From an optimization exercise on the open Yosys and OpenROAD flow, aimed at small area, a short achievable clock period and few clock cycles; shortcuts taken in it are not production practice.
Only simulation tests tie the RTL to the original design; equivalence was not proved.
Power and IR drop assume default switching activity.

### flow/constraint.sdc
create_clock -name core_clock -period 60.0 [get_ports {clk}]
set_input_delay 12.0000 -clock core_clock [delete_from_list [all_inputs] [get_ports {clk}]]
set_output_delay 12.0000 -clock core_clock [all_outputs]
set_load 0.01 [all_outputs]
### flow/run.sh
#!/bin/bash
# synth_recipe.tcl (not shown) runs the flow's synth.tcl, then flattens the netlist and writes it again
# the make line also repeats each setting of config.mk as NAME=value (left out here)
make -C /OpenROAD-flow-scripts/flow DESIGN_CONFIG=/design/flow/config.mk WORK_HOME=/design/flow/orfs CLKGATE_MAP_FILE= SYNTH_SCRIPT=/design/flow/synth_recipe.tcl finish
### flow/design.v
module halfadder(input a,input b, output sum,output carry);  
xor xor1(sum,a,b); 
and and1(carry,a,b); 
endmodule
module full_adder(output sum, output cout, input a, b, c_in);
wire w1;
wire w2;
halfadder h1(a, b, w1, w2);
wire w3;
halfadder h2(w1, c_in, sum, w3);
or o1(cout, w2, w3);
endmodule
module add64(S,overflow,A,B,control);
output signed [63:0] S;
input [1:0] control;
input signed [63:0] A;
input signed [63:0] B;
output overflow;
wire signed [63:0] tempA;
wire signed [63:0] tempB;
wire signed [63:0] tempS;
wire tempC;
wire x;
wire y;
reg temp;
xor(x,A[63],B[63]);
wire carry[64:0];
assign carry[0]=1'b0;
genvar i;
for(i=0;i<64;i=i+1)
begin
    assign tempA[i] = A[i];
    assign tempB[i] = B[i];
    full_adder f(tempS[i], carry[i+1],tempA[i] ,tempB[i],carry[i]);
    assign S[i] = tempS[i];
end
xor(y,A[63],S[63]);
always@(*)
begin
    if (x==1'b0)
    begin
        if(y==1'b1)
         temp = 1'b1; 
        else 
        temp = 1'b0; 
    end 
    else
      temp = 1'b0;
end 
assign overflow = temp;
endmodule
module sub64(S,overflow,A,B,control);
output signed [63:0] S;
output overflow;
input [1:0] control;
input signed [63:0] A;
input signed [63:0] B;
wire signed [63:0] tempA;
wire signed [63:0] tempB;
wire signed [63:0] tempS;
wire signed [63:0] Bnot;
wire tempC;
wire x;
xor(x,A[63],B[63]);
wire y;
reg temp;
wire [64:0] carry;
assign carry[0]=1'b1;
genvar k;
generate for(k=0;k<64;k=k+1)
        begin
            not(Bnot[k],B[k]);
        end
endgenerate
genvar i;
for(i=0;i<64;i=i+1)
begin
    assign tempA[i] = A[i];
    assign tempB[i] = Bnot[i];
    full_adder f(tempS[i], carry[i+1],tempA[i] ,tempB[i],carry[i]);
    assign S[i] = tempS[i];
end
xor(y,B[63],S[63]);
always@(*)
begin
    if (x==1'b1)
    begin
        if (y==1'b0)
            temp = 1'b1;
        else 
            temp = 1'b0;
    end
    else 
        temp = 1'b0;
end
assign overflow = temp;
endmodule
module and64(output signed [63:0] C ,output overflow ,input signed [63:0] A,input signed [63:0] B,input [1:0] control);
    genvar i;
    for(i = 0; i < 64; i = i + 1) begin
        and(C[i], A[i], B[i]);
    end
    assign overflow = 1'b0;
endmodule
module xor64(output signed [63:0] C ,output overflow,input signed [63:0] A,input signed [63:0] B,input [1:0] control);
    genvar i;
    for(i=0; i<64; i=i+1) begin
        xor(C[i], A[i], B[i]);
    end
    assign overflow = 1'b0;
endmodule
module ALU(control,A,B,C,overflow);
input [1:0] control;
input signed [63:0] A;
input signed [63:0] B;
output signed [63:0] C;
reg signed [63:0] tempC;
wire overflow1;
wire overflow2;
wire overflow3;
wire overflow4;
reg OF1;
output overflow;
wire signed [63:0] out1;
wire signed [63:0] out2;
wire signed [63:0] out3;
wire signed [63:0] out4;
wire signed [63:0] tempA;
wire signed [63:0] tempB;
assign tempA = A;
assign tempB = B;
add64 a(out1,overflow1,tempA,tempB,control);
sub64 s(out2,overflow2,tempA,tempB,control);
and64 a1(out3,overflow3,tempA,tempB,control);
xor64 x(out4,overflow4,tempA,tempB,control);
always@(*)
begin
    case (control)
    2'b00: begin tempC = out1; OF1 = overflow1; end
    2'b01: begin tempC = out2; OF1 = overflow2; end
    2'b10: begin tempC = out3; OF1 = overflow3; end
    default: begin tempC = out4; OF1 = overflow4; end
    endcase
end
assign C = tempC;
assign overflow = OF1;
endmodule
module y86_cpu (
    input             clk,
    input             rst,
    output     [63:0] imem_addr,
    input      [79:0] imem_rdata,
    output     [63:0] dmem_addr,
    output            dmem_we,
    output     [63:0] dmem_wdata,
    input      [63:0] dmem_rdata,
    output     [1:0]  stat,
    input      [3:0]  dbg_reg,
    output     [63:0] dbg_val
);
    localparam S_FETCH = 2'd0, S_EXEC = 2'd1, S_MEM = 2'd2, S_HALT = 2'd3;
    localparam I_HALT = 4'h0, I_NOP = 4'h1, I_RRMOVQ = 4'h2, I_IRMOVQ = 4'h3,
               I_RMMOVQ = 4'h4, I_MRMOVQ = 4'h5, I_OPQ = 4'h6, I_JXX = 4'h7,
               I_CALL = 4'h8, I_RET = 4'h9, I_PUSHQ = 4'hA, I_POPQ = 4'hB;
    localparam RSP = 4'd4, RNONE = 4'hF;
    reg [1:0]  state;
    reg [63:0] pc;
    reg [1:0]  stat_r;
    reg        zf, sf, of;
    reg [63:0] regs [0:14];
    reg [3:0]  m_dst;       
    reg        m_ret;       
    wire [3:0]  icode = imem_rdata[79:76];
    wire [3:0]  ifun  = imem_rdata[75:72];
    wire [3:0]  rA    = imem_rdata[71:68];
    wire [3:0]  rB    = imem_rdata[67:64];
    wire [63:0] valC_r  = imem_rdata[63:0];      
    wire [63:0] valC_j  = imem_rdata[71:8];      
    wire is_rrmov = icode == I_RRMOVQ;
    wire is_irmov = icode == I_IRMOVQ;
    wire is_rmmov = icode == I_RMMOVQ;
    wire is_mrmov = icode == I_MRMOVQ;
    wire is_op    = icode == I_OPQ;
    wire is_jxx   = icode == I_JXX;
    wire is_call  = icode == I_CALL;
    wire is_ret   = icode == I_RET;
    wire is_push  = icode == I_PUSHQ;
    wire is_pop   = icode == I_POPQ;
    wire is_halt  = icode == I_HALT;
    wire instr_valid = (icode <= 4'hB) &&
                       !((is_rrmov || is_jxx) && ifun > 4'd6) &&
                       !(is_op && ifun > 4'd3);
    reg [3:0] ilen;
    always @(*) begin
        case (icode)
            I_RRMOVQ, I_OPQ, I_PUSHQ, I_POPQ: ilen = 4'd2;
            I_IRMOVQ, I_RMMOVQ, I_MRMOVQ:     ilen = 4'd10;
            I_JXX, I_CALL:                    ilen = 4'd9;
            default:                          ilen = 4'd1;
        endcase
    end
    wire [63:0] valP = pc + {60'd0, ilen};
    wire stack_op = is_push || is_pop || is_call || is_ret;
    wire [3:0] srcA = (is_pop || is_ret) ? RSP : rA;
    wire [3:0] srcB = stack_op ? RSP : rB;
    wire [63:0] valA = (srcA == RNONE) ? 64'd0 : regs[srcA];
    wire [63:0] valB = (srcB == RNONE) ? 64'd0 : regs[srcB];
    reg cnd;
    always @(*) begin
        case (ifun)
            4'd0:    cnd = 1'b1;
            4'd1:    cnd = (sf ^ of) | zf;
            4'd2:    cnd = sf ^ of;
            4'd3:    cnd = zf;
            4'd4:    cnd = ~zf;
            4'd5:    cnd = ~(sf ^ of);
            4'd6:    cnd = ~(sf ^ of) & ~zf;
            default: cnd = 1'b0;
        endcase
    end
    reg [1:0]  alu_ctl;
    reg [63:0] alu_a, alu_b;
    always @(*) begin
        alu_a   = valB;
        alu_b   = valA;
        alu_ctl = 2'b00;
        if (is_op) begin
            alu_ctl = ifun[1:0];
        end else if (is_rmmov || is_mrmov) begin
            alu_b = valC_r;
        end else if (is_push || is_call) begin
            alu_b   = 64'd8;
            alu_ctl = 2'b01;
        end else if (is_pop || is_ret) begin
            alu_b = 64'd8;
        end
    end
    wire [63:0] alu_out;
    wire        alu_of;
    ALU alu (alu_ctl, alu_a, alu_b, alu_out, alu_of);
    wire [63:0] valE = is_irmov ? valC_r : is_rrmov ? valA : alu_out;
    reg [3:0] dstE;
    always @(*) begin
        if (is_rrmov)      dstE = cnd ? rB : RNONE;
        else if (is_irmov || is_op) dstE = rB;
        else if (stack_op) dstE = RSP;
        else               dstE = RNONE;
    end
    wire exec = state == S_EXEC;
    assign dmem_addr  = (is_pop || is_ret) ? valA : alu_out;
    assign dmem_we    = exec && instr_valid && (is_rmmov || is_push || is_call);
    assign dmem_wdata = is_call ? valP : valA;
    reg        rf_we;
    reg [3:0]  rf_wa;
    reg [63:0] rf_wd;
    always @(*) begin
        rf_we = 1'b0;
        rf_wa = dstE;
        rf_wd = valE;
        if (exec && instr_valid && !is_halt && dstE != RNONE)
            rf_we = 1'b1;
        if (state == S_MEM && !m_ret && m_dst != RNONE) begin
            rf_we = 1'b1;
            rf_wa = m_dst;
            rf_wd = dmem_rdata;
        end
    end
    integer i;
    always @(posedge clk) begin
        if (rst) begin
            for (i = 0; i < 15; i = i + 1)
                regs[i] <= 64'd0;
        end else if (rf_we) begin
            regs[rf_wa] <= rf_wd;
        end
    end
    always @(posedge clk) begin
        if (rst) begin
            state  <= S_FETCH;
            pc     <= 64'd0;
            stat_r <= 2'd0;
            zf     <= 1'b1;
            sf     <= 1'b0;
            of     <= 1'b0;
            m_dst  <= RNONE;
            m_ret  <= 1'b0;
        end else begin
            case (state)
                S_FETCH: state <= S_EXEC;
                S_EXEC: begin
                    if (!instr_valid) begin
                        state  <= S_HALT;
                        stat_r <= 2'd2;
                    end else if (is_halt) begin
                        state  <= S_HALT;
                        stat_r <= 2'd1;
                    end else begin
                        if (is_op) begin
                            zf <= alu_out == 64'd0;
                            sf <= alu_out[63];
                            of <= alu_of;
                        end
                        if (is_jxx)
                            pc <= cnd ? valC_j : valP;
                        else if (is_call)
                            pc <= valC_j;
                        else
                            pc <= valP;
                        if (is_mrmov || is_pop || is_ret) begin
                            state <= S_MEM;
                            m_dst <= is_ret ? RNONE : rA;
                            m_ret <= is_ret;
                        end else begin
                            state <= S_FETCH;
                        end
                    end
                end
                S_MEM: begin
                    if (m_ret)
                        pc <= dmem_rdata;
                    state <= S_FETCH;
                end
                default: state <= S_HALT;
            endcase
        end
    end
    assign imem_addr = pc;
    assign stat      = stat_r;
    assign dbg_val   = (dbg_reg == RNONE) ? 64'd0 : regs[dbg_reg];
endmodule
### flow/config.mk
export PLATFORM = sky130hd
export DESIGN_NAME = y86_cpu
export DESIGN_NICKNAME = y86_cpu
export VERILOG_FILES = /design/flow/design.v
export SDC_FILE = /design/flow/constraint.sdc
export NUM_CORES = 4
export LEC_CHECK = 0
export CAP_MARGIN = 20
export CORE_MARGIN = 2
export CORE_UTILIZATION = 40
export PLACE_DENSITY = 0.6
export SLEW_MARGIN = 20
==> notes.md <==
critical path, delay by kind of cell:
kind / cells / cell delay (ps)
fa+ha+maj: 62 / 29390
buf+inv: 5 / 2400
simple gates: 4 / 1550
compound gates: 4 / 1110
mux: 1 / 150
layout make-up:
| type | instances | area [um^2] | share of cell area (%) |
|---|---|---|---|
| inverters | 230 | 866 | 0.954 |
| well taps | 2640 | 3300 | 3.64 |
| diodes | 34 | 85.1 | 0.0937 |
| multi-input cells | 5674 | 43800 | 48.3 |
| flip-flops and latches | 1100 | 32300 | 35.6 |
| repair buffers | 695 | 6390 | 7.04 |
| clock inverters | 67 | 609 | 0.671 |
| clock buffers | 161 | 3420 | 3.77 |
routing by layer:
layer  track usage [%]  wire length, um  up-vias
met1              49.9           141000    38100
met2              57.4           176000     8103
met4              37.3            48100       10
li1                  -                -    29800
met3              14.6            65100     2129
met5                 0               72        -
registers in the layout, summed over array words and instances (netlist names):
register,count
pc,64
m_ret,1
of,1
zf,1
state,2
sf,1
regs,1024
stat_r,2
m_dst,4
cells in the final DEF, fill, tap and decap left out, drive strengths merged, types with 240 or more instances in the layout:
master,instances
inv,240
nor2,805
o21ai,499
mux2i,255
nand2,504
nor3,696
clkdlybuf4s50,397
buf,298
edfxtp,1024
a21oi,269
mux4,417
nand3,289
through the flow:
stage                     area [um^2]  std cells  util (%)  power, W  worst slack, ps
after global placement          86500      10300      43.8   0.00182             1330
after global routing            90700      10600      45.9   0.00271              499
final                           90800      10600      45.9   0.00266             1310
after detailed placement        86500      10300      43.8   0.00184             1470
after floorplan                 79900       7817         -   0.00144             5020
after CTS                       90600      10600      45.8   0.00261             1370
cells by family after synthesis:
logic type      after synthesis  share of synthesized area, %
mux                         859                          17.6
compound gates             1863                          16.1
simple gates               2629                          15.3
other cells                   1                       0.00471
flops                      1100                          40.5
buf+inv                    1043                          5.49
fa+ha+maj                   193                          4.21
xor+xnor                     66                         0.726
worst max-delay path by stage:
stage	start	end	depth (start not counted)
2_1_floorplan	imem_rdata[79]	dmem_addr[63]	79
3_5_place_dp	imem_rdata[78]	dmem_addr[63]	76
4_1_cts	imem_rdata[78]	dmem_addr[63]	76
5_1_grt	imem_rdata[78]	dmem_addr[63]	76
6_report	imem_rdata[78]	dmem_addr[63]	76
3_3_place_gp	imem_rdata[78]	dmem_addr[63]	77
power groups by stage:
stage	Combinational, W	Clock [W]	Sequential, W
floorplan	0.000510	0	0.000927
global placement	0.000882	0	0.000940
detailed placement	0.000895	0	0.000941
CTS	0.000899	0.000788	0.000926
global route	0.000965	0.000818	0.000931
finish	0.000936	0.000795	0.000930
cell usage after synthesis (72+ instances only):
cell type	count	area share, %
edfxtp_1	1024	39
nor2_1	798	3.8
nor3_1	673	4.2
nand2_1	502	2.4
clkbuf_1	483	2.3
o21ai_0	441	2.8
mux4_2	417	12
nand3_1	285	1.8
a21oi_1	267	1.7
mux2i_1	255	3.2
inv_1	226	1.1
buf_2	204	1.3
mux2_2	187	2.6
a211oi_1	163	1.5
nor2b_1	129	1.0
fa_1	125	3.1
a31oi_1	100	0.79
o22ai_1	94	0.74
a311oi_1	93	1.0
buf_1	83	0.39
dfxtp_1	76	1.9
a221o_1	72	0.90
==> results.ini <==
[yosys]
synth_edf_count=1024
syn_area_um2=79700
synth_area_per_cell_um2=10.3
ys_seq_elements=1100
yosys_warnings=4
yosysSeqAreaShare_pct=40.5
synthArstFlopShare_pct=0
ys_types=92
synth_top_flop_cell=edfxtp_1
syn_inst=7754

[clock_network]
path_clk_slew_ps=60
root_buffer=clkbuf_16
cts_buffer_depth=3
cts_buffers=130
post_cts_buffers=0
cts.sinks=1100
hold_buffers=0
clkLatencyLatePin_ps=860
cts.htree.levels=4
cts_resized=0
cts_tree=done

[power_and_ir_drop]
pwr-share-comb_pct=35.2
power_density_nw_per_um2=29.3
switching_share_pct=38.1
seqPwrFrac_pct=34.9
p_int_w=0.00165
p_leak_nw=31.2
switchingPower_w=0.00101
power_frac_clock_pct=29.9
ir_drop_mv=0.0309

[route]
drt_iter0_markers=15600
vias=78100
wire_per_inst_um=40.6
drc=0
viasPerCell=7.37
wirelength_um=431000
drt-pass1-iter-count=8
ant_nets=0

[placement]
place_congestion=1.01
port_buffers=408
hpwl_um=280000

[setup_path]
worstRegToRegCells=79
cp_common_cell=fa_1
cp_slowest_cell=clkdlybuf4s50_1
cp_data_arrival_time_ps=46690
r2r_slack_ps=26680
end_kind=output pin
max_stage_delay_ps=830
r2r-end=regs[4][63]
worstSetupPathType=in2out
r2r_start=regs[5][0]
cp_data_required_time_ps=48000
path_max_fanout=22
critPathLaunchType=input port

[global_route]
globalRouteOverflowTotal=0
grt_pass1_wl_um=591000
grt_pass1_vias=73200
grt_max_degree=107
antenna_found_initial=34
grt_usage_pct=41.3

[run]
drv_cap=0

[floorplan]
row_count=163
core_um2=198000
die_w_um=450
dieArea_um2=203000
num_io_pins=409
die_h_um=450
initial_utilization_pct=40.3

[worst_hold_path]
worstHoldStart=stat_r[1]
hold_depth=2
hold_path.class=reg2reg
min_to=stat_r[1]

[timing]
slew_headroom_pct=7.30
fin_crit_sh_pct=97.8
finalMaxSlewViolations=0
setup_viol=0
worstMarginPinSlew_ps=1390
period_needed_ps=58690
hold_ws_ps=497
final.setup.tns_ps=0
clock_skew_ps=60.5
clock.fmax_mhz=17.0
final-hold-violation-count=0
rsz0062_at_grt=false

[cells_and_area]
drive_gt1_share_pct=15.8
finalNetCount=8174
syn2layout_area_growth_pct=13.9
fillers=18400

[outcome]
status=no timing/DRC/antenna violations

Testbench counts, summed over its fixed seeds: cycles 44,355.

## static timing again, ports no longer ideal
How much do the figures lean on ideal ports? The routed layout below was timed once more, with nothing changed but the port constraints. Step 1 (the two cells are an assumption about what drives the block):
set clk [get_ports {clk}]
set_driving_cell -lib_cell sky130_fd_sc_hd__clkbuf_16 $clk
set_driving_cell -lib_cell sky130_fd_sc_hd__buf_2 [delete_from_list [all_inputs] $clk]
Step 2 also shifts input and output timing later by t, the mid clock arrival at the registers, as if the neighbouring blocks saw the same clock. a / b / c = no drivers / after step 1 / after step 2; a / b = the first two.
shift t [ns]: 0.932
setup WS [ns]: 1.314 / 1.290 / 1.290
worst slew at a driven data input, ns: 0.19
After both steps setup and hold are still met in this run. For this run, drivers alone change the setup slack by -0.024 ns; drivers and shift together by -0.024 ns.
